From an optimization exercise on the open Yosys and OpenROAD flow, aimed at small area; shortcuts taken in it are not production practice.
In this exercise RTL edits were held to simulation tests only and were not proved equivalent to the original.
No activity file was given, so power comes from the tool's default toggle rates.

<file path="flow/design.v">
module divider(
    input CP,            
    input _CR,           
    output en_1Hz,       
    output en_1KHz,      
    output en_10Hz       
    );
  reg CP_1Hz;    
  reg CP_1KHz;   
  reg CP_10Hz;   
  reg [31:0] counter_1Hz;   
  reg [31:0] counter_1KHz;  
  reg [31:0] counter_10Hz;  
  parameter CLK_Freq_1Hz = 4000, CLK_Freq_1KHz = 4, CLK_Freq_10Hz = 600;
  assign en_1Hz  = (counter_1Hz  == CLK_Freq_1Hz/2 - 1)  & ~CP_1Hz;
  assign en_1KHz = (counter_1KHz == CLK_Freq_1KHz/2 - 1) & ~CP_1KHz;
  assign en_10Hz = (counter_10Hz == CLK_Freq_10Hz/2 - 1) & ~CP_10Hz;
  always @(posedge CP or negedge _CR) begin
    if (~_CR) begin       
      counter_1Hz <= 32'h0;
      counter_10Hz <= 32'h0;
      counter_1KHz <= 32'h0;
      CP_1Hz <= 0;
      CP_1KHz <= 0;
      CP_10Hz <= 0;
    end else begin
      if (counter_1Hz == CLK_Freq_1Hz/2 - 1) begin
        CP_1Hz <= ~CP_1Hz;
        counter_1Hz <= 32'h0;
      end else begin
        counter_1Hz <= counter_1Hz + 1;  
      end
      if (counter_10Hz == CLK_Freq_10Hz/2 - 1) begin
        CP_10Hz <= ~CP_10Hz;
        counter_10Hz <= 32'h0;
      end else begin
        counter_10Hz <= counter_10Hz + 1;  
      end
      if (counter_1KHz == CLK_Freq_1KHz/2 - 1) begin
        CP_1KHz <= ~CP_1KHz;
        counter_1KHz <= 32'h0;
      end else begin
        counter_1KHz <= counter_1KHz + 1;  
      end
    end
  end
endmodule
module counter_sec(
    input CP,
    input en_1Hz,
    input adjust,
    input _CR,
    input mode,
    input PE,
    input [7:0] pre_sec,
    output reg [7:0] show_sec,
    output reg cin_sec,
    output tick_min          
    );
    wire [7:0] next_sec = show_sec + 8'd1;
    wire count = en_1Hz & ~PE & (~adjust | mode);
    assign tick_min = count & (next_sec == 8'd60);
    always @(posedge CP, negedge _CR) begin
        if(~_CR) begin   
            show_sec <= 0;
            cin_sec <= 0;
        end
        else if(PE) begin    
            show_sec <= pre_sec;
            cin_sec <= 0;
        end
        else if(count)begin    
            if(next_sec == 8'd60) begin
                show_sec <= 0;
                cin_sec <= 1;
            end
            else begin
                show_sec <= next_sec;
                cin_sec <= 0;
            end
        end
    end
endmodule
module counter_min(
    input CP,
    input tick_min,          
    input [7:0] pre_min,
    input _CR,
    input PE,
    output reg cin_min,
    output reg [7:0] show_min,
    output tick_hour         
    );
    wire [7:0] next_min = show_min + 8'd1;
    assign tick_hour = tick_min & ~PE & (next_min == 8'd60);
    always@(posedge CP, negedge _CR) begin
        if(~_CR) begin   
            show_min <= 0;
            cin_min <= 0;
        end
        else if(PE) begin    
            show_min <= pre_min;
            cin_min <= 0;
        end
        else if(tick_min) begin           
            if(next_min == 8'd60) begin
                show_min <= 0;
                cin_min <= 1;
            end
            else begin
                show_min <= next_min;
                cin_min <= 0;
            end
        end
    end
endmodule
module counter_hour(
    input CP,
    input tick_hour,         
    input PE,
    input _CR,
    input [7:0] pre_hour,
    output reg [7:0] show_hour
    );
    wire [7:0] next_hour = show_hour + 8'd1;
    always@(posedge CP, negedge _CR)begin
        if(~_CR) begin   
            show_hour <= 0;
        end
        else if(PE) begin    
            show_hour <= pre_hour;
        end
        else if(tick_hour) begin           
            if(next_hour == 8'd24) show_hour <= 0;
            else show_hour <= next_hour;
        end
    end
endmodule
module alarm(
    input CP,
    input _CR,
    input PE,
    input [7:0] pre_min,
    input [7:0] pre_hour,
    input active_alarm,
    input [7:0] show_hour,
    input [7:0] show_min,
    input [7:0] show_sec,
    output start_light_alarm,
    output reg [31:0] alarm_time
    );
    always@(posedge CP, negedge _CR)begin
        if(~_CR) alarm_time <= 0;
        else if(PE) alarm_time <= {pre_hour,pre_min,16'b0};
    end
    assign start_light_alarm = ~PE & active_alarm & (alarm_time == {show_hour,show_min,show_sec,8'b0});
endmodule
module select_control(
    input _CR,
    input mode,
    input CP,
    input en_10Hz,
    input adjust,
    input [31:0] show_time,
    input [31:0] alarm_time,
    input left,
    input right,
    input up,
    input down,
    input apply,
    input time_mode,
    output reg [63:0] display_time,
    output reg [31:0] set_time,
    output reg [3:0]index,
    output reg PE
    );
    parameter s0 = 4'b0000,
              s1 = 4'b0001,
              s2 = 4'b0010,
              s3 = 4'b0011,
              s4 = 4'b0100,
              s5 = 4'b0101,
              s6 = 4'b0110,
              s7 = 4'b0111,
              s8 = 4'b1000,
              s9 = 4'b1001,
              sA = 4'b1010,
              sP = 4'b1011,
              sB = 4'b1100,
              sE = 4'b1101,
              sL = 4'b1110,
              sExcept = 4'b1111;
    parameter L0 = 8'b11000000,
              L1 = 8'b11111001,
              L2 = 8'b10100100,
              L3 = 8'b10110000,
              L4 = 8'b10011001,
              L5 = 8'b10010010,
              L6 = 8'b10000010,
              L7 = 8'b11111000,
              L8 = 8'b10000000,
              L9 = 8'b10010000,
              LA = 8'b10001000,
              LP = 8'b10001100,
              LB = 8'b10000011,
              LE = 8'b10000110,
              LL = 8'b11000111,
              LExcept = 8'b11111111;
    reg[31:0] temp_time;
    reg [31:0] n_temp_time;
    reg [63:0] n_display_time;
    reg [31:0] n_set_time;
    reg [3:0] n_index;
    reg n_PE;
    always@(*) begin
        n_display_time = display_time;
        n_set_time = set_time;
        n_index = index;
        n_temp_time = temp_time;
        n_PE = PE;
        begin
            if(adjust) begin     
                if(left) begin
                    case(n_index)
                        4'd0: begin if(mode) n_index = 4'd4; else n_index = time_mode ? 4'd5 : 4'd7; end
                        4'd1: begin n_index = 4'd0; end
                        4'd2: begin n_index = 4'd1; end
                        4'd3: begin n_index = 4'd2;  end
                        4'd4: begin n_index = 4'd3;  end
                        4'd5: begin n_index = 4'd4;  end
                        4'd7: begin n_index = 4'd5;  end
                        default begin n_index = 0; end
                    endcase
                end
                else if(right) begin
                    case(n_index)
                        4'd0: begin n_index = 4'd1; end
                        4'd1: begin n_index = 4'd2; end
                        4'd2: begin n_index = 4'd3; end
                        4'd3: begin if(mode) n_index = 4'd0; else n_index = 4'd4;  end
                        4'd4: begin n_index = 4'd5;  end
                        4'd5: begin n_index = time_mode ? 4'd0 : 4'd7;  end
                        4'd7: begin n_index = 4'd0;  end
                        default begin n_index = 0; end
                    endcase
                end
                else if(up) begin
                    case(n_index)
                        4'd0:begin  if(mode || time_mode)begin
                                        if(n_temp_time[27:24] < 4) n_temp_time[31:28] = n_temp_time[31:28] == s2 ? s0 : n_temp_time[31:28] +1; 
                                        else n_temp_time[31:28] = n_temp_time[31:28] == s1 ? s0 : n_temp_time[31:28] +1; 
                                    end
                                    else begin
                                        if(n_temp_time[27:24] > 2) n_temp_time[31:28] = 0;
                                        else n_temp_time[31:28] = n_temp_time[31:28] == s1 ? s0 : s1; 
                                    end 
                            end
                        4'd1:begin 
                            if(mode || time_mode) begin
                                if(n_temp_time[31:28] == 4'd2)begin n_temp_time[27:24] = n_temp_time[27:24] == s3 ? s0 : n_temp_time[27:24] + 4'd1;end 
                                else n_temp_time[27:24] = n_temp_time[27:24] == s9 ? s0 : n_temp_time[27:24] +4'd1;
                            end
                            else begin
                                if(n_temp_time[31:28] == 4'd1)begin 
                                    n_temp_time[27:24] = n_temp_time[27:24] == s2 ? s0 : n_temp_time[27:24] + 1;
                                end 
                                else n_temp_time[27:24] = n_temp_time[27:24] == s9 ? s0 : n_temp_time[27:24] +1;
                            end
                            end
                        4'd2:begin n_temp_time[23:20] = n_temp_time[23:20] == s5 ? s0 : n_temp_time[23:20] +1;end 
                        4'd3:begin n_temp_time[19:16] = n_temp_time[19:16] == s9 ? s0 : n_temp_time[19:16] +1;end
                        4'd4:if(~mode)begin n_temp_time[15:12] = n_temp_time[15:12] == s5 ? s0 : n_temp_time[15:12] +1;end
                        4'd5:if(~mode)begin n_temp_time[11:8]  = n_temp_time[11:8]  == s9 ? s0 : n_temp_time[11:8]  +1;end
                        4'd7:begin n_temp_time[3:0] = n_temp_time[3:0] == sA ? sP : sA;end
                        default: ;
                    endcase
                end
                else if(down) begin
                    case(n_index)
                        4'd0:begin  if(mode || time_mode)begin
                                        if(n_temp_time[27:24] < 4) n_temp_time[31:28] = n_temp_time[31:28] == s0 ? s2 : n_temp_time[31:28] - 1; 
                                        else n_temp_time[31:28] = n_temp_time[31:28] == s0 ? s1 : n_temp_time[31:28] - 1; 
                                    end
                                    else begin
                                        if(n_temp_time[27:24] > 2) n_temp_time[31:28] = 0;
                                        else n_temp_time[31:28] = n_temp_time[31:28] == s1 ? s0 : s1; 
                                    end 
                            end
                        4'd1:begin 
                            if(mode || time_mode) begin
                                if(n_temp_time[31:28] == 4'd2)begin n_temp_time[27:24] = n_temp_time[27:24] == s0 ? s3 : n_temp_time[27:24] - 4'd1;end 
                                else n_temp_time[27:24] = n_temp_time[27:24] == s0 ? s9 : n_temp_time[27:24] - 4'd1;
                            end
                            else begin
                                if(n_temp_time[31:28] == 4'd1)begin 
                                    n_temp_time[27:24] = n_temp_time[27:24] == s0 ? s2 : n_temp_time[27:24] - 1;
                                end 
                                else n_temp_time[27:24] = n_temp_time[27:24] == s0 ? s9 : n_temp_time[27:24] - 1;
                            end
                            end
                        4'd2:begin n_temp_time[23:20] = n_temp_time[23:20] == s0 ? s5 : n_temp_time[23:20] -1;end 
                        4'd3:begin n_temp_time[19:16] = n_temp_time[19:16] == s0 ? s9 : n_temp_time[19:16] -1;end
                        4'd4:if(~mode)begin n_temp_time[15:12] = n_temp_time[15:12] == s0 ? s5 : n_temp_time[15:12] -1;end
                        4'd5:if(~mode)begin n_temp_time[11:8]  = n_temp_time[11:8]  == s0 ? s9 : n_temp_time[11:8]  -1;end
                        4'd7:begin n_temp_time[3:0] = n_temp_time[3:0] == sA ? sP : sA;end
                        default: ;
                    endcase
                end
            if(mode) begin   
                    case(n_temp_time[31:28]) 
                        s0:begin n_set_time[31:28] = s0; n_display_time[63:56] = L0; end
                        s1:begin n_set_time[31:28] = s1; n_display_time[63:56] = L1; end
                        s2:begin n_set_time[31:28] = s2; n_display_time[63:56] = L2; end
                        default:begin n_set_time[31:28] = s0; n_display_time[63:56] = L0; end
                    endcase
                    case(n_temp_time[27:24]) 
                        s0:begin n_set_time[27:24] = s0; n_display_time[55:48] = L0; end
                        s1:begin n_set_time[27:24] = s1; n_display_time[55:48] = L1; end
                        s2:begin n_set_time[27:24] = s2; n_display_time[55:48] = L2; end
                        s3:begin n_set_time[27:24] = s3; n_display_time[55:48] = L3; end
                        s4:begin n_set_time[27:24] = s4; n_display_time[55:48] = L4; end
                        s5:begin n_set_time[27:24] = s5; n_display_time[55:48] = L5; end
                        s6:begin n_set_time[27:24] = s6; n_display_time[55:48] = L6; end
                        s7:begin n_set_time[27:24] = s7; n_display_time[55:48] = L7; end
                        s8:begin n_set_time[27:24] = s8; n_display_time[55:48] = L8; end
                        s9:begin n_set_time[27:24] = s9; n_display_time[55:48] = L9; end
                        default:begin n_set_time[27:24] = s0; n_display_time[55:48] = L0; end
                    endcase
                    case(n_temp_time[23:20]) 
                        s0:begin n_set_time[23:20] = s0; n_display_time[47:40] = L0; end
                        s1:begin n_set_time[23:20] = s1; n_display_time[47:40] = L1; end
                        s2:begin n_set_time[23:20] = s2; n_display_time[47:40] = L2; end
                        s3:begin n_set_time[23:20] = s3; n_display_time[47:40] = L3; end
                        s4:begin n_set_time[23:20] = s4; n_display_time[47:40] = L4; end
                        s5:begin n_set_time[23:20] = s5; n_display_time[47:40] = L5; end
                        default:begin n_set_time[23:20] = s0; n_display_time[47:40] = L0; end
                    endcase
                    case(n_temp_time[19:16]) 
                        s0:begin n_set_time[19:16] = s0; n_display_time[39:32] = L0; end
                        s1:begin n_set_time[19:16] = s1; n_display_time[39:32] = L1; end
                        s2:begin n_set_time[19:16] = s2; n_display_time[39:32] = L2; end
                        s3:begin n_set_time[19:16] = s3; n_display_time[39:32] = L3; end
                        s4:begin n_set_time[19:16] = s4; n_display_time[39:32] = L4; end
                        s5:begin n_set_time[19:16] = s5; n_display_time[39:32] = L5; end
                        s6:begin n_set_time[19:16] = s6; n_display_time[39:32] = L6; end
                        s7:begin n_set_time[19:16] = s7; n_display_time[39:32] = L7; end
                        s8:begin n_set_time[19:16] = s8; n_display_time[39:32] = L8; end
                        s9:begin n_set_time[19:16] = s9; n_display_time[39:32] = L9; end
                        default:begin n_set_time[19:16] = s0; n_display_time[39:32] = L0; end
                    endcase
                    n_set_time[15:0] = {sB,sE,sL,sL};
                    n_display_time[31:0] = {LB,LE,LL,LL};
            end
            else begin       
                    if(time_mode) n_display_time[15:0] = {LExcept,LExcept};
                    else  begin
                        n_set_time[7:0] = n_temp_time[7:0];
                        n_display_time[16:0] = {LExcept,n_temp_time[3:0] == sA ? LA : LP};
                    end
                    case(n_temp_time[31:28]) 
                        s0:begin n_set_time[31:28] = s0; n_display_time[63:56] = L0; end
                        s1:begin n_set_time[31:28] = s1; n_display_time[63:56] = L1; end
                        s2:begin n_set_time[31:28] = s2; n_display_time[63:56] = L2; end
                        default:begin n_set_time[31:28] = s0; n_display_time[63:56] = L0; end
                    endcase
                    case(n_temp_time[27:24]) 
                        s0:begin n_set_time[27:24] = s0; n_display_time[55:48] = L0; end
                        s1:begin n_set_time[27:24] = s1; n_display_time[55:48] = L1; end
                        s2:begin n_set_time[27:24] = s2; n_display_time[55:48] = L2; end
                        s3:begin n_set_time[27:24] = s3; n_display_time[55:48] = L3; end
                        s4:begin n_set_time[27:24] = s4; n_display_time[55:48] = L4; end
                        s5:begin n_set_time[27:24] = s5; n_display_time[55:48] = L5; end
                        s6:begin n_set_time[27:24] = s6; n_display_time[55:48] = L6; end
                        s7:begin n_set_time[27:24] = s7; n_display_time[55:48] = L7; end
                        s8:begin n_set_time[27:24] = s8; n_display_time[55:48] = L8; end
                        s9:begin n_set_time[27:24] = s9; n_display_time[55:48] = L9; end
                        default:begin n_set_time[27:24] = s0; n_display_time[55:48] = L0; end
                    endcase
                    case(n_temp_time[23:20]) 
                        s0:begin n_set_time[23:20] = s0; n_display_time[47:40] = L0; end
                        s1:begin n_set_time[23:20] = s1; n_display_time[47:40] = L1; end
                        s2:begin n_set_time[23:20] = s2; n_display_time[47:40] = L2; end
                        s3:begin n_set_time[23:20] = s3; n_display_time[47:40] = L3; end
                        s4:begin n_set_time[23:20] = s4; n_display_time[47:40] = L4; end
                        s5:begin n_set_time[23:20] = s5; n_display_time[47:40] = L5; end
                        default:begin n_set_time[23:20] = s0; n_display_time[47:40] = L0; end
                    endcase
                    case(n_temp_time[19:16]) 
                        s0:begin n_set_time[19:16] = s0; n_display_time[39:32] = L0; end
                        s1:begin n_set_time[19:16] = s1; n_display_time[39:32] = L1; end
                        s2:begin n_set_time[19:16] = s2; n_display_time[39:32] = L2; end
                        s3:begin n_set_time[19:16] = s3; n_display_time[39:32] = L3; end
                        s4:begin n_set_time[19:16] = s4; n_display_time[39:32] = L4; end
                        s5:begin n_set_time[19:16] = s5; n_display_time[39:32] = L5; end
                        s6:begin n_set_time[19:16] = s6; n_display_time[39:32] = L6; end
                        s7:begin n_set_time[19:16] = s7; n_display_time[39:32] = L7; end
                        s8:begin n_set_time[19:16] = s8; n_display_time[39:32] = L8; end
                        s9:begin n_set_time[19:16] = s9; n_display_time[39:32] = L9; end
                        default:begin n_set_time[19:16] = s0; n_display_time[39:32] = L0; end
                    endcase
                    case(n_temp_time[15:12]) 
                        s0:begin n_set_time[15:12] = s0; n_display_time[31:24] = L0; end
                        s1:begin n_set_time[15:12] = s1; n_display_time[31:24] = L1; end
                        s2:begin n_set_time[15:12] = s2; n_display_time[31:24] = L2; end
                        s3:begin n_set_time[15:12] = s3; n_display_time[31:24] = L3; end
                        s4:begin n_set_time[15:12] = s4; n_display_time[31:24] = L4; end
                        s5:begin n_set_time[15:12] = s5; n_display_time[31:24] = L5; end
                        default:begin n_set_time[15:12] = s0; n_display_time[31:24] = L0; end
                    endcase
                    case(n_temp_time[11:8]) 
                        s0:begin n_set_time[11:8] = s0; n_display_time[23:16] = L0; end
                        s1:begin n_set_time[11:8] = s1; n_display_time[23:16] = L1; end
                        s2:begin n_set_time[11:8] = s2; n_display_time[23:16] = L2; end
                        s3:begin n_set_time[11:8] = s3; n_display_time[23:16] = L3; end
                        s4:begin n_set_time[11:8] = s4; n_display_time[23:16] = L4; end
                        s5:begin n_set_time[11:8] = s5; n_display_time[23:16] = L5; end
                        s6:begin n_set_time[11:8] = s6; n_display_time[23:16] = L6; end
                        s7:begin n_set_time[11:8] = s7; n_display_time[23:16] = L7; end
                        s8:begin n_set_time[11:8] = s8; n_display_time[23:16] = L8; end
                        s9:begin n_set_time[11:8] = s9; n_display_time[23:16] = L9; end
                        default:begin n_set_time[11:8] = s0; n_display_time[23:16] = L0; end
                    endcase
                end    
            end
            else begin
                n_index = 0;          
                if(mode) begin   
                    n_temp_time = n_set_time;
                    case(alarm_time[31:24] / 10) 
                        s0:begin n_set_time[31:28] = s0; n_display_time[63:56] = L0; end
                        s1:begin n_set_time[31:28] = s1; n_display_time[63:56] = L1; end
                        s2:begin n_set_time[31:28] = s2; n_display_time[63:56] = L2; end
                        default:begin n_set_time[31:28] = s0; n_display_time[63:56] = L0; end
                    endcase
                    case(alarm_time[31:24] % 10) 
                        s0:begin n_set_time[27:24] = s0; n_display_time[55:48] = L0; end
                        s1:begin n_set_time[27:24] = s1; n_display_time[55:48] = L1; end
                        s2:begin n_set_time[27:24] = s2; n_display_time[55:48] = L2; end
                        s3:begin n_set_time[27:24] = s3; n_display_time[55:48] = L3; end
                        s4:begin n_set_time[27:24] = s4; n_display_time[55:48] = L4; end
                        s5:begin n_set_time[27:24] = s5; n_display_time[55:48] = L5; end
                        s6:begin n_set_time[27:24] = s6; n_display_time[55:48] = L6; end
                        s7:begin n_set_time[27:24] = s7; n_display_time[55:48] = L7; end
                        s8:begin n_set_time[27:24] = s8; n_display_time[55:48] = L8; end
                        s9:begin n_set_time[27:24] = s9; n_display_time[55:48] = L9; end
                        default:begin n_set_time[27:24] = s0; n_display_time[55:48] = L0; end
                    endcase
                    case(alarm_time[23:16] / 10) 
                        s0:begin n_set_time[23:20] = s0; n_display_time[47:40] = L0; end
                        s1:begin n_set_time[23:20] = s1; n_display_time[47:40] = L1; end
                        s2:begin n_set_time[23:20] = s2; n_display_time[47:40] = L2; end
                        s3:begin n_set_time[23:20] = s3; n_display_time[47:40] = L3; end
                        s4:begin n_set_time[23:20] = s4; n_display_time[47:40] = L4; end
                        s5:begin n_set_time[23:20] = s5; n_display_time[47:40] = L5; end
                        default:begin n_set_time[23:20] = s0; n_display_time[47:40] = L0; end
                    endcase
                    case(alarm_time[23:16] % 10) 
                        s0:begin n_set_time[19:16] = s0; n_display_time[39:32] = L0; end
                        s1:begin n_set_time[19:16] = s1; n_display_time[39:32] = L1; end
                        s2:begin n_set_time[19:16] = s2; n_display_time[39:32] = L2; end
                        s3:begin n_set_time[19:16] = s3; n_display_time[39:32] = L3; end
                        s4:begin n_set_time[19:16] = s4; n_display_time[39:32] = L4; end
                        s5:begin n_set_time[19:16] = s5; n_display_time[39:32] = L5; end
                        s6:begin n_set_time[19:16] = s6; n_display_time[39:32] = L6; end
                        s7:begin n_set_time[19:16] = s7; n_display_time[39:32] = L7; end
                        s8:begin n_set_time[19:16] = s8; n_display_time[39:32] = L8; end
                        s9:begin n_set_time[19:16] = s9; n_display_time[39:32] = L9; end
                        default:begin n_set_time[19:16] = s0; n_display_time[39:32] = L0; end
                    endcase
                    n_set_time[15:0] = {sB,sE,sL,sL};
                    n_display_time[31:0] = {LB,LE,LL,LL};
                end
                else begin       
                    if(time_mode) begin
                        n_display_time[15:0] = {LExcept,LExcept};
                        n_set_time[7:0] = 0;
                        case(show_time[31:24] / 10) 
                            s0:begin n_set_time[31:28] = s0; n_display_time[63:56] = L0; end
                            s1:begin n_set_time[31:28] = s1; n_display_time[63:56] = L1; end
                            s2:begin n_set_time[31:28] = s2; n_display_time[63:56] = L2; end
                            default:begin n_set_time[31:28] = s0; n_display_time[63:56] = L0; end
                        endcase
                        case(show_time[31:24] % 10) 
                            s0:begin n_set_time[27:24] = s0; n_display_time[55:48] = L0; end
                            s1:begin n_set_time[27:24] = s1; n_display_time[55:48] = L1; end
                            s2:begin n_set_time[27:24] = s2; n_display_time[55:48] = L2; end
                            s3:begin n_set_time[27:24] = s3; n_display_time[55:48] = L3; end
                            s4:begin n_set_time[27:24] = s4; n_display_time[55:48] = L4; end
                            s5:begin n_set_time[27:24] = s5; n_display_time[55:48] = L5; end
                            s6:begin n_set_time[27:24] = s6; n_display_time[55:48] = L6; end
                            s7:begin n_set_time[27:24] = s7; n_display_time[55:48] = L7; end
                            s8:begin n_set_time[27:24] = s8; n_display_time[55:48] = L8; end
                            s9:begin n_set_time[27:24] = s9; n_display_time[55:48] = L9; end
                            default:begin n_set_time[27:24] = s0; n_display_time[55:48] = L0; end
                        endcase
                    end
                    else begin
                        if(show_time[31:24] == 8'd12) begin n_set_time[31:24] = {s1,s2}; n_display_time[63:48] = {L1,L2}; n_display_time[7:0] = LP; n_set_time[7:0] = {s0,sP}; end
                        else if(show_time[31:24] == 8'd0) begin n_set_time[31:24] = {s1,s2}; n_display_time[63:48] = {L1,L2}; n_display_time[7:0] = LA; n_set_time[7:0] = {s0,sA};end
                        else begin
                            n_display_time[7:0] = show_time[31:24] > 8'd12 ? LP : LA;
                            n_set_time[7:0] = {s0,show_time[31:24] > 8'd12 ? sP : sA};
                        case((show_time[31:24] % 12) / 10) 
                            s0:begin n_set_time[31:28] = s0; n_display_time[63:56] = L0; end
                            s1:begin n_set_time[31:28] = s1; n_display_time[63:56] = L1; end
                            default:begin n_set_time[31:28] = s0; n_display_time[63:56] = L0; end
                        endcase
                        case((show_time[31:24] % 12) % 10) 
                            s0:begin n_set_time[27:24] = s0; n_display_time[55:48] = L0; end
                            s1:begin n_set_time[27:24] = s1; n_display_time[55:48] = L1; end
                            s2:begin n_set_time[27:24] = s2; n_display_time[55:48] = L2; end
                            s3:begin n_set_time[27:24] = s3; n_display_time[55:48] = L3; end
                            s4:begin n_set_time[27:24] = s4; n_display_time[55:48] = L4; end
                            s5:begin n_set_time[27:24] = s5; n_display_time[55:48] = L5; end
                            s6:begin n_set_time[27:24] = s6; n_display_time[55:48] = L6; end
                            s7:begin n_set_time[27:24] = s7; n_display_time[55:48] = L7; end
                            s8:begin n_set_time[27:24] = s8; n_display_time[55:48] = L8; end
                            s9:begin n_set_time[27:24] = s9; n_display_time[55:48] = L9; end
                            default:begin n_set_time[27:24] = s0; n_display_time[55:48] = L0; end
                        endcase
                        end
                    end
                    case(show_time[23:16] / 10) 
                        s0:begin n_set_time[23:20] = s0; n_display_time[47:40] = L0; end
                        s1:begin n_set_time[23:20] = s1; n_display_time[47:40] = L1; end
                        s2:begin n_set_time[23:20] = s2; n_display_time[47:40] = L2; end
                        s3:begin n_set_time[23:20] = s3; n_display_time[47:40] = L3; end
                        s4:begin n_set_time[23:20] = s4; n_display_time[47:40] = L4; end
                        s5:begin n_set_time[23:20] = s5; n_display_time[47:40] = L5; end
                        default:begin n_set_time[23:20] = s0; n_display_time[47:40] = L0; end
                    endcase
                    case(show_time[23:16] % 10) 
                        s0:begin n_set_time[19:16] = s0; n_display_time[39:32] = L0; end
                        s1:begin n_set_time[19:16] = s1; n_display_time[39:32] = L1; end
                        s2:begin n_set_time[19:16] = s2; n_display_time[39:32] = L2; end
                        s3:begin n_set_time[19:16] = s3; n_display_time[39:32] = L3; end
                        s4:begin n_set_time[19:16] = s4; n_display_time[39:32] = L4; end
                        s5:begin n_set_time[19:16] = s5; n_display_time[39:32] = L5; end
                        s6:begin n_set_time[19:16] = s6; n_display_time[39:32] = L6; end
                        s7:begin n_set_time[19:16] = s7; n_display_time[39:32] = L7; end
                        s8:begin n_set_time[19:16] = s8; n_display_time[39:32] = L8; end
                        s9:begin n_set_time[19:16] = s9; n_display_time[39:32] = L9; end
                        default:begin n_set_time[19:16] = s0; n_display_time[39:32] = L0; end
                    endcase
                    case(show_time[15:8] / 10) 
                        s0:begin n_set_time[15:12] = s0; n_display_time[31:24] = L0; end
                        s1:begin n_set_time[15:12] = s1; n_display_time[31:24] = L1; end
                        s2:begin n_set_time[15:12] = s2; n_display_time[31:24] = L2; end
                        s3:begin n_set_time[15:12] = s3; n_display_time[31:24] = L3; end
                        s4:begin n_set_time[15:12] = s4; n_display_time[31:24] = L4; end
                        s5:begin n_set_time[15:12] = s5; n_display_time[31:24] = L5; end
                        default:begin n_set_time[15:12] = s0; n_display_time[31:24] = L0; end
                    endcase
                    case(show_time[15:8] % 10) 
                        s0:begin n_set_time[11:8] = s0; n_display_time[23:16] = L0; end
                        s1:begin n_set_time[11:8] = s1; n_display_time[23:16] = L1; end
                        s2:begin n_set_time[11:8] = s2; n_display_time[23:16] = L2; end
                        s3:begin n_set_time[11:8] = s3; n_display_time[23:16] = L3; end
                        s4:begin n_set_time[11:8] = s4; n_display_time[23:16] = L4; end
                        s5:begin n_set_time[11:8] = s5; n_display_time[23:16] = L5; end
                        s6:begin n_set_time[11:8] = s6; n_display_time[23:16] = L6; end
                        s7:begin n_set_time[11:8] = s7; n_display_time[23:16] = L7; end
                        s8:begin n_set_time[11:8] = s8; n_display_time[23:16] = L8; end
                        s9:begin n_set_time[11:8] = s9; n_display_time[23:16] = L9; end
                        default:begin n_set_time[11:8] = s0; n_display_time[23:16] = L0; end
                    endcase
                    n_display_time[15:8] = LExcept;
                    n_temp_time = n_set_time;
                end
            end
            n_PE = adjust & apply;
        end
    end
    always@(posedge CP, negedge _CR) begin
        if(~_CR) begin
            PE <= 0;
            display_time <= 64'hffffffff;
            set_time <= 0;
            index <= 0;
            temp_time <= 0;
        end
        else if(en_10Hz) begin
            PE <= n_PE;
            display_time <= n_display_time;
            set_time <= n_set_time;
            index <= n_index;
            temp_time <= n_temp_time;
        end
    end
endmodule
module splitter(
    input [31:0] display_time,
    input time_mode,
    input mode,
    input PE,
    output reg [7:0] pre_sec,
    output reg [7:0] pre_min,
    output reg [7:0] pre_hour,
    output reg PE_alarm,
    output reg PE_counter
    );
    parameter s0 = 4'b0000,
              s1 = 4'b0001,
              s2 = 4'b0010,
              s3 = 4'b0011,
              s4 = 4'b0100,
              s5 = 4'b0101,
              s6 = 4'b0110,
              s7 = 4'b0111,
              s8 = 4'b1000,
              s9 = 4'b1001,
              sA = 4'b1010,
              sP = 4'b1011,
              sB = 4'b1100,
              sE = 4'b1101,
              sL = 4'b1110,
              sExcept = 4'b1111;
    always @(*) begin
        pre_sec = 0;
        pre_min = 0;
        pre_hour = 0;
        PE_alarm = 0;
        PE_counter = 0;
        if(PE) begin
            if(mode) begin   
                pre_hour = display_time[31:28]*10 + display_time[27:24];
                pre_min = display_time[23:20]*10 + display_time[19:16];
                PE_counter = 0;
                PE_alarm = 1;
            end
            else begin       
                if(time_mode) begin      
                    pre_hour = display_time[31:28]*10 + display_time[27:24];
                end
                else begin               
                    if(display_time[31:24] == {s1,s2}) begin
                        pre_hour = display_time[3:0] == sP ? 4'd12 : 4'd0;
                    end
                    else begin
                        pre_hour = display_time[31:28]*10 + display_time[27:24] + (display_time[3:0] == sP ? 4'd12 : 4'd0);
                    end
                end
                pre_min = display_time[23:20]*10 + display_time[19:16];
                pre_sec = display_time[15:12]*10 + display_time[11:8];
                PE_alarm = 0;
                PE_counter = 1;
            end
        end
    end
endmodule
module decoder(
    input _CR,
    input [63:0] display_time,
    input [3:0]index,    
    input adjust,
    input CP,
    input en_1KHz,
    output reg [7:0] select_light,
    output reg [7:0] display_char
    );
    reg [3:0] cnt_normal;
    reg [31:0] cnt_adjust;
    reg twinkle;
    always@(posedge CP, negedge _CR)begin
        if(~_CR) begin
            select_light = 8'hff;
            display_char = 8'hff;
            cnt_normal = 0;
            cnt_adjust = 0;
            twinkle = 0;
        end 
        else if(en_1KHz) begin
            if(adjust) begin    
                cnt_adjust = cnt_adjust + 1;
                if(cnt_adjust == 9'd500) begin
                    cnt_adjust = 0;
                    twinkle = ~twinkle;
                end 
            end
            else twinkle = 0;
            cnt_normal = cnt_normal + 1;
            if(cnt_normal == 4'd8) cnt_normal = 0; 
            if(cnt_normal == index & twinkle) cnt_normal = cnt_normal + 1;
            case(cnt_normal)
                4'd0:begin select_light = 8'b01111111; display_char = display_time[63:56]; end
                4'd1:begin select_light = 8'b10111111; display_char = display_time[55:48]; end
                4'd2:begin select_light = 8'b11011111; display_char = display_time[47:40]; end
                4'd3:begin select_light = 8'b11101111; display_char = display_time[39:32]; end
                4'd4:begin select_light = 8'b11110111; display_char = display_time[31:24]; end
                4'd5:begin select_light = 8'b11111011; display_char = display_time[23:16]; end
                4'd6:begin select_light = 8'b11111101; display_char = display_time[15:8]; end
                4'd7:begin select_light = 8'b11111110; display_char = display_time[7:0]; end
                default:begin select_light = 8'b11111111; display_char = 8'b11111111; end
            endcase
        end
   end
endmodule
module reminder(
    input _CR,
    input CP,
    input en_1Hz,
    input start_light_hour,
    input start_light_alarm,
    input [7:0] show_sec,
    input[7:0] show_hour,
    input active_alarm,
    output reg [15:0] start_light    
);
    reg[7:0] clock_cnt;
    reg[4:0] alarm_cnt;
    always @(posedge CP, negedge _CR) begin
        if(~_CR) begin
            start_light = 0;    
            clock_cnt = 0;
            alarm_cnt = 0;
        end
        else if(en_1Hz) begin
            if(((start_light_hour && show_sec == 0) | clock_cnt) && (show_hour != 0))begin
                if(clock_cnt == show_hour) begin clock_cnt = 0; start_light[1:0] = 0; end
                else if(clock_cnt % 2 == 0)begin start_light[1:0] = 2'b01; clock_cnt = clock_cnt + 1; end
                else if(clock_cnt % 2 == 1)begin start_light[1:0] = 2'b10; clock_cnt = clock_cnt + 1; end
            end
            else begin clock_cnt = 0; start_light[1:0] = 0; end
            if(active_alarm & (start_light_alarm || (alarm_cnt != 0))) begin
                    alarm_cnt = alarm_cnt + 1;
                case (alarm_cnt)
                    5'd1: start_light[15:2] = 16'b10000000000001;
                    5'd2: start_light[15:2] = 16'b11000000000011;
                    5'd3: start_light[15:2] = 16'b11100000000111;
                    5'd4: start_light[15:2] = 16'b11110000001111;
                    5'd5: start_light[15:2] = 16'b11111000011111;
                    5'd6: start_light[15:2] = 16'b11111100111111;
                    5'd7: start_light[15:2] = 16'b11111111111111;
                    5'd8: start_light[15:2] = 16'b10111111111101;
                    5'd9: start_light[15:2] = 16'b10011111111001;
                    5'd10: start_light[15:2] =16'b10001111110001; 
                    5'd11: start_light[15:2] = 16'b10001111000001;
                    5'd12: start_light[15:2] = 16'b10000110000001;
                    5'd13: start_light[15:2] = 16'b11001100110011;
                    5'd14: start_light[15:2] = 16'b00110011001100;
                    5'd15: start_light[15:2] = 16'b01010101010101;
                    5'd16: start_light[15:2] = 16'b10101010101010;
                    5'd17: start_light[15:2] = 16'b00000011111100;
                    5'd18: start_light[15:2] = 16'b11111100000011;
                    5'd19: start_light[15:2] = 16'b10101001111101;
                    5'd20: start_light[15:2] = 16'b01010110000010;
                    5'd21: start_light[15:2] = 16'b00001111110000;
                    5'd22: start_light[15:2] = 16'b11110000001111;
                    5'd23: start_light[15:2] = 16'b11000011100001;
                    5'd24: start_light[15:2] = 16'b01100110011000;
                    5'd25: start_light[15:2] = 16'b10011001100111;
                    5'd26: start_light[15:2] = 16'b00011110000011;
                    5'd27: start_light[15:2] = 16'b11100001111100;
                    5'd28: start_light[15:2] = 16'b01010111101010;
                    5'd29: start_light[15:2] = 16'b10101000010101;
                    5'd30: start_light[15:2] = 16'b01111100000111;
                    5'd31: start_light[15:2] = 16'b11111111111111;
                    default: begin start_light[15:2] = 0; alarm_cnt = 0; end
                endcase
            end
            else begin
                alarm_cnt = 0;
                start_light[15:2] = 0;
            end 
        end
    end
endmodule
module clock(
    input CP,                    
    input _CR,                   
    input mode,                  
    input adjust,                
    input time_mode,             
    input active_alarm,          
    input left,                  
    input right,                 
    input up,                    
    input down,                  
    input apply,                 
    output [15:0] start_light,   
    output [7:0] select_light,   
    output [7:0] display_char    
    );
    wire en_1Hz, en_1KHz, en_10Hz;      
    wire PE;                             
    wire cin_sec, cin_min;               
    wire tick_min, tick_hour;            
    wire PE_alarm, PE_counter;           
    wire [3:0]index;                     
    wire [7:0] pre_sec;
    wire [7:0] pre_min;
    wire [7:0] pre_hour;     
    wire [7:0] show_sec;
    wire [7:0] show_min;
    wire [7:0] show_hour;    
    wire[31:0] alarm_time;   
    wire[63:0] display_time; 
    wire[31:0] set_time;     
    wire start_light_alarm;    
    divider divider_u0(         
        ._CR(_CR),
        .CP(CP),
        .en_1Hz(en_1Hz),
        .en_1KHz(en_1KHz),
        .en_10Hz(en_10Hz)
    );
    counter_sec counter_sec_u0(
        .CP(CP),
        .en_1Hz(en_1Hz),
        .adjust(adjust),
        ._CR(_CR),
        .mode(mode),
        .PE(PE_counter),
        .pre_sec(pre_sec),
        .show_sec(show_sec),
        .cin_sec(cin_sec),
        .tick_min(tick_min)
    );
    counter_min counter_min_u0(
        .CP(CP),
        .tick_min(tick_min),
        .pre_min(pre_min),
        ._CR(_CR),
        .PE(PE_counter),
        .cin_min(cin_min),
        .show_min(show_min),
        .tick_hour(tick_hour)
    );
    counter_hour counter_hour_u0(
        .CP(CP),
        .tick_hour(tick_hour),
        .pre_hour(pre_hour),
        .PE(PE_counter),
        ._CR(_CR),
        .show_hour(show_hour)
    );
    alarm alarm_u0(
        .CP(CP),
        ._CR(_CR),
        .PE(PE_alarm),
        .pre_min(pre_min),
        .pre_hour(pre_hour),
        .active_alarm(active_alarm),
        .show_hour(show_hour),
        .show_min(show_min),
        .show_sec(show_sec),
        .start_light_alarm(start_light_alarm),
        .alarm_time(alarm_time)
    );
    select_control select_control_u0(
        ._CR(_CR),
        .mode(mode),
        .CP(CP),
        .en_10Hz(en_10Hz),
        .adjust(adjust),
        .show_time({show_hour,show_min,show_sec,8'b0}),
        .alarm_time(alarm_time),
        .left(left),
        .right(right),
        .up(up),
        .down(down),
        .apply(apply),
        .time_mode(time_mode),
        .display_time(display_time),
        .set_time(set_time),
        .index(index),
        .PE(PE)
    );
    splitter splitter_u0(
        .display_time(set_time),
        .time_mode(time_mode),
        .mode(mode),
        .PE(PE),
        .pre_sec(pre_sec),
        .pre_min(pre_min),
        .pre_hour(pre_hour),
        .PE_alarm(PE_alarm),
        .PE_counter(PE_counter)
    );
    decoder decoder_u0(
        ._CR(_CR),
        .display_time(display_time),
        .index(index),
        .adjust(adjust),
        .CP(CP),
        .en_1KHz(en_1KHz),
        .select_light(select_light),
        .display_char(display_char)
    );
    reminder reminder_u0(
        ._CR(_CR),
        .CP(CP),
        .en_1Hz(en_1Hz),
        .start_light_hour(cin_min),
        .start_light_alarm(start_light_alarm),
        .show_hour(show_hour),
        .show_sec(show_sec),
        .active_alarm(active_alarm),
        .start_light(start_light)
    );
endmodule
</file>
<file path="flow/config.mk">
export PLATFORM = sky130hd
export DESIGN_NAME = clock
export DESIGN_NICKNAME = clock
export VERILOG_FILES = /design/flow/design.v
export SDC_FILE = /design/flow/constraint.sdc
export NUM_CORES = 4
export LEC_CHECK = 0
export CAP_MARGIN = 20
export CORE_MARGIN = 2
export CORE_UTILIZATION = 40
export SLEW_MARGIN = 20
</file>
<file path="flow/constraint.sdc">
create_clock -name core_clock -period 10.0 [get_ports {CP}]
set_input_delay 2.0000 -clock core_clock [delete_from_list [all_inputs] [get_ports {CP}]]
set_output_delay 2.0000 -clock core_clock [all_outputs]
set_load 0.01 [all_outputs]
</file>
<file path="flow/run.sh">
#!/bin/bash
# synth_recipe.tcl (not shown) runs the flow's synth.tcl, then flattens the netlist and writes it again
# the make line also repeats each setting of config.mk as NAME=value (left out here)
make -C /OpenROAD-flow-scripts/flow DESIGN_CONFIG=/design/flow/config.mk WORK_HOME=/design/flow/orfs CLKGATE_MAP_FILE= SYNTH_SCRIPT=/design/flow/synth_recipe.tcl finish
</file>
==> run summary <==
Synthesis
The share of synthesized registers carrying an async set or reset is 100%. After synthesis the netlist holds a flip-flop and latch count of roughly 320. The area share of the largest cell type after synthesis is around a quarter. The most used flip-flop cell after synthesis is dfrtp_1. The count of flip-flops with a built-in enable after synthesis is 0. The count of warnings emitted by yosys is 9. The largest total area in the synthesized netlist belongs to dfrtp_1. The net count of the mapped netlist is about 3600. The total standard cell area after synthesis is 0.0278 sq mm.

The mean instance size in the synthesized netlist is 7.92 sq um. Ranked by total cell area, the synthesized netlist is headed by dfrtp_1 (26%), xnor2_1 (5.8%), nand2_1 (4.8%). The cell count after synthesis came out at 3517. Synthesis instantiated 120 different standard cells from the library. The sequential-to-total area share from yosys stat is between 20% and 30%.

CTS
The clock slew seen by the registers of the worst setup and hold paths is around 0.06 ns. The number of clock sinks seen by CTS is 319. The number of H-tree levels is 2. The number of gates resized after CTS was 0.

The tree is rooted in a clkbuf_16. TritonCTS built the clock tree. The count of hold-fix buffers inserted at cts is 0. Counting the buffers created by CTS gives between 40 and 50. The buffers inserted during post-CTS setup optimization is 0. The maximum clock insertion buffer count is 3. The clock latency reported for the late side of the worst-skew pair is approximately 0.59 ns.

Timing
Summed over all failing endpoints, the final setup total negative slack is 0 ns. The hold slack is between 0.4 and 0.5 ns. At the pin with the least slew margin, the transition time is around 1.0 ns. The number of hold violations in the final report is 0. Setup repair after global routing left no endpoint under its margin. The minimum setup slack in the final design is roughly 4.0 ns. The headroom to the max-slew limit is a little under a third. The minimum clock period is 5.98 ns. The number of max-slew violations in the final report is 0. The highest achievable clock rate is between 150 and 200 MHz. The total setup violations reported at the end of the flow is 0. On the final layout, the worst clock skew is approximately 0.046 ns.

The final period utilization is between 50 and 60%.

Hold path
The origin of the worst min-delay path is select_control_u0.display_time[29]. The tightest min-delay check is of the flop to flop type.

Placed design
Routability-driven placement finished with a final weighted congestion of about 0.93. The total cell area at the placement stage is ~0.029 sq mm. The number of placed instances, taps included, is between 4000 and 5000. The post-placement worst setup slack is 3.97 ns. Input and output buffers added on the ports amount to 42. The HPWL reported at the end of detailed placement is roughly 58 mm.

Global routing
The pin count of the biggest net entering global routing is 140. Global routing consumed, over all layers together, between 20% and 30% of the routing resources. The via count of the first global-routing pass is between 20000 and 25000. The initial antenna violation count is 1.

The first-pass GRT wire length is approximately 130 mm. The overall overflow remaining after global route is 0.

Setup path
In this run the worst path has a maximum fanout of 16. The critical path endpoint category is a flop. The critical path arrival is 6.50 ns. The worst setup path is launched from a flop.

The worst register-to-register path begins at counter_min_u0.show_min[6]. The type of the worst setup path is flop to flop. For the worst setup path, the data required time is roughly 11 ns. In this run the worst setup path begins at counter_min_u0.show_min[6].

Routing
The residual DRC count is 0. The pre-antenna-repair detailed-routing pass consisted of 6 iterations. The final route contains roughly 26000 vias. The total wirelength of the detailed-routed design is 81.7 mm. Using the TritonRoute via totals, the vias-per-cell ratio works out to slightly above 6. Once detail routing completed, the nets flagged for antenna violations numbered 0. In the final routed layout, each cell accounts on average for about 19 microns. The first-iteration detailed-routing DRC count is between 2000 and 2500.

Finish
Leaving out fill and tap cells, the most frequent cell in the layout is nand2_1. The area growth from synthesis to layout is 8.90%. The finished layout holds about 4400 standard cells, fillers aside. The finished layout cell area is slightly above 0.03 sq mm. The net total in the final layout is ~3500. The ratio of cells with drive above 1 in the final layout is under 10%. The library cells used most frequently in the layout, excluding fill and tap cells, are nand2_1 (359), nor2_1 (311), dfrtp_1 (285), o21ai_0 (229), a21oi_1 (206).

Pwr
In this run the static leakage power is roughly 12 nW. The maximum VDD drop is slightly below 0.0001 V. The power density over the cells is about 150 mW/mm^2.

Run status
The run finished with no timing, DRC or antenna violations.

Floorplan
The total number of placement rows is 96. Measured along the x axis, the die boundary spans around 270 microns. Once the floorplan was initialized, standard cells occupied between 40% and 50% of the core.

The die boundary height is around 270 microns. After floorplanning, the core was sized to cover slightly below 0.07 sq mm. The die covers around 0.072 sq mm.

Pin placement for this block handled 43 I/O pins.

Flow run
The count of max-cap constraint violations is 0.
==> area by class of cell <==
cell class                      count  area [sq um]
Fill cell                        6906         38400
Timing Repair Buffer               86           758
Clock buffer                       56          1220
Inverter                          112           420
Sequential cell                   319          8030
Clock inverter                     21           253
Antenna cell                        1          2.50
Tap cell                          931          1160
Multi-Input combinational cell   2861         18500
==> cells in the mapped netlist, types with 12 or more instances <==
cell,number
a21o_1,37
a221oi_1,24
nor3_1,105
buf_1,22
buf_2,30
a21oi_1,206
mux2i_1,35
nand2_1,359
or3_1,38
dfrtp_1,285
a311oi_1,17
nand4_1,68
dfstp_2,34
nor2b_1,45
xnor2_1,185
nand3_1,154
nand2b_1,44
ha_1,105
and2_1,36
o221ai_1,18
o31ai_1,39
and3_1,41
nor4_1,49
and4_1,18
mux2_2,28
o21ai_1,15
clkbuf_1,161
o21ai_0,229
nor4b_1,12
xor2_1,53
nor2_1,312
a2111oi_0,20
nand3b_1,23
o211ai_1,38
nor3b_1,19
or2_2,19
inv_1,108
a22oi_1,18
a211oi_1,55
o21a_1,24
o22ai_1,30
a31oi_1,71
==> cells by family after synthesis <==
kind of cell / Yosys count / share of synthesized area (%)
multiplexers: 64 / 2.44
buffers and inverters: 337 / 4.87
AO/OA/AOI/OAI: 1033 / 25.4
adder cells (fa/ha/maj): 116 / 5.30
flip-flops: 319 / 28.8
XOR/XNOR: 240 / 7.62
AND/OR/NAND/NOR: 1408 / 25.6
==> state kept, by name, indices dropped and copies added, names as in the netlist, 15 cells and up <==
register and count:
decoder_u0.cnt_adjust 32, select_control_u0.display_time 42, select_control_u0.temp_time 28, divider_u0.counter_10Hz 32, reminder_u0.start_light 16, select_control_u0.set_time 24, alarm_u0.alarm_time 15, divider_u0.counter_1KHz 32
divider_u0.counter_1Hz 32
==> metrics by stage <==
step	power, mW	util, %
floorplan	2.46	-
global placement	2.84	42.0
detailed placement	2.84	42.0
CTS	4.47	44.1
global route	4.68	44.1
finish	4.43	44.1
==> routing by layer <==
layer  part of all wire [%]  track usage [%]
met2                     44             34.8
met1                     47             32.5
met5                  0.012                0
met3                    5.6             2.72
met4                    2.8             6.63
==> power by group <==
part | leakage [nW] | internal [mW] | switching (mW)
sequential | 3.92 | 1.38 | 0.0912
clock | 0.719 | 0.965 | 0.636
combinational | 7.42 | 0.527 | 0.833
==> critical path: stages, from the launching register on <==
cell,delay [ns]
dfrtp_1,0.56
or2_1,0.37
ha_1,0.32
nor2b_1,0.25
o21ai_0,0.16
o21ai_1,0.66
nor4_1,0.19
a311oi_2,0.45
and2_0,0.41
xor2_1,0.35
ha_1,0.25
maj3_1,0.16
nand4_1,0.11
a31oi_1,0.19
a211oi_1,0.09
nor4_1,0.60
nand3_1,0.32
o221ai_1,0.30
o22a_1,0.15
==> worst paths after layout <==
path / slack [ns] / depth (start not counted) / to
min in group asynchronous: 1.38 / 1 / divider_u0.counter_10Hz[26]
hold reg to reg: 0.47 / 2 / select_control_u0.display_time[29]
setup reg to reg: 4.02 / 18 / select_control_u0.display_time[36]
hold / removal: 0.47 / 2 / select_control_u0.display_time[29]
max in group asynchronous: 6.76 / 3 / select_control_u0.temp_time[0]
setup / recovery: 4.02 / 18 / select_control_u0.display_time[36]

==> static timing again, ports no longer ideal <==
In the flow no input, the clock included, has a driving cell. The finished layout below was timed again as built, in two steps.
Step 1 assumes that a clkbuf_16 drives the clock port and a buf_2 every other input.
Step 2 times the ports against the registers' clock, not the clock port: input delays grow and output delays shrink by t, the midpoint of the rising clock arrivals with the driver on.
Three values: ideal ports, drivers, drivers and shift; two values: the first two.
t (ns): 0.631
setup WS [ns]: 4.016 / 4.016 / 3.849
slew at the worst register clock pin (ns): 0.07 / 0.07
After both steps setup and hold are still met in this run. The setup slack of this run moves by 0.000 ns with the drivers and by -0.167 ns with both steps.
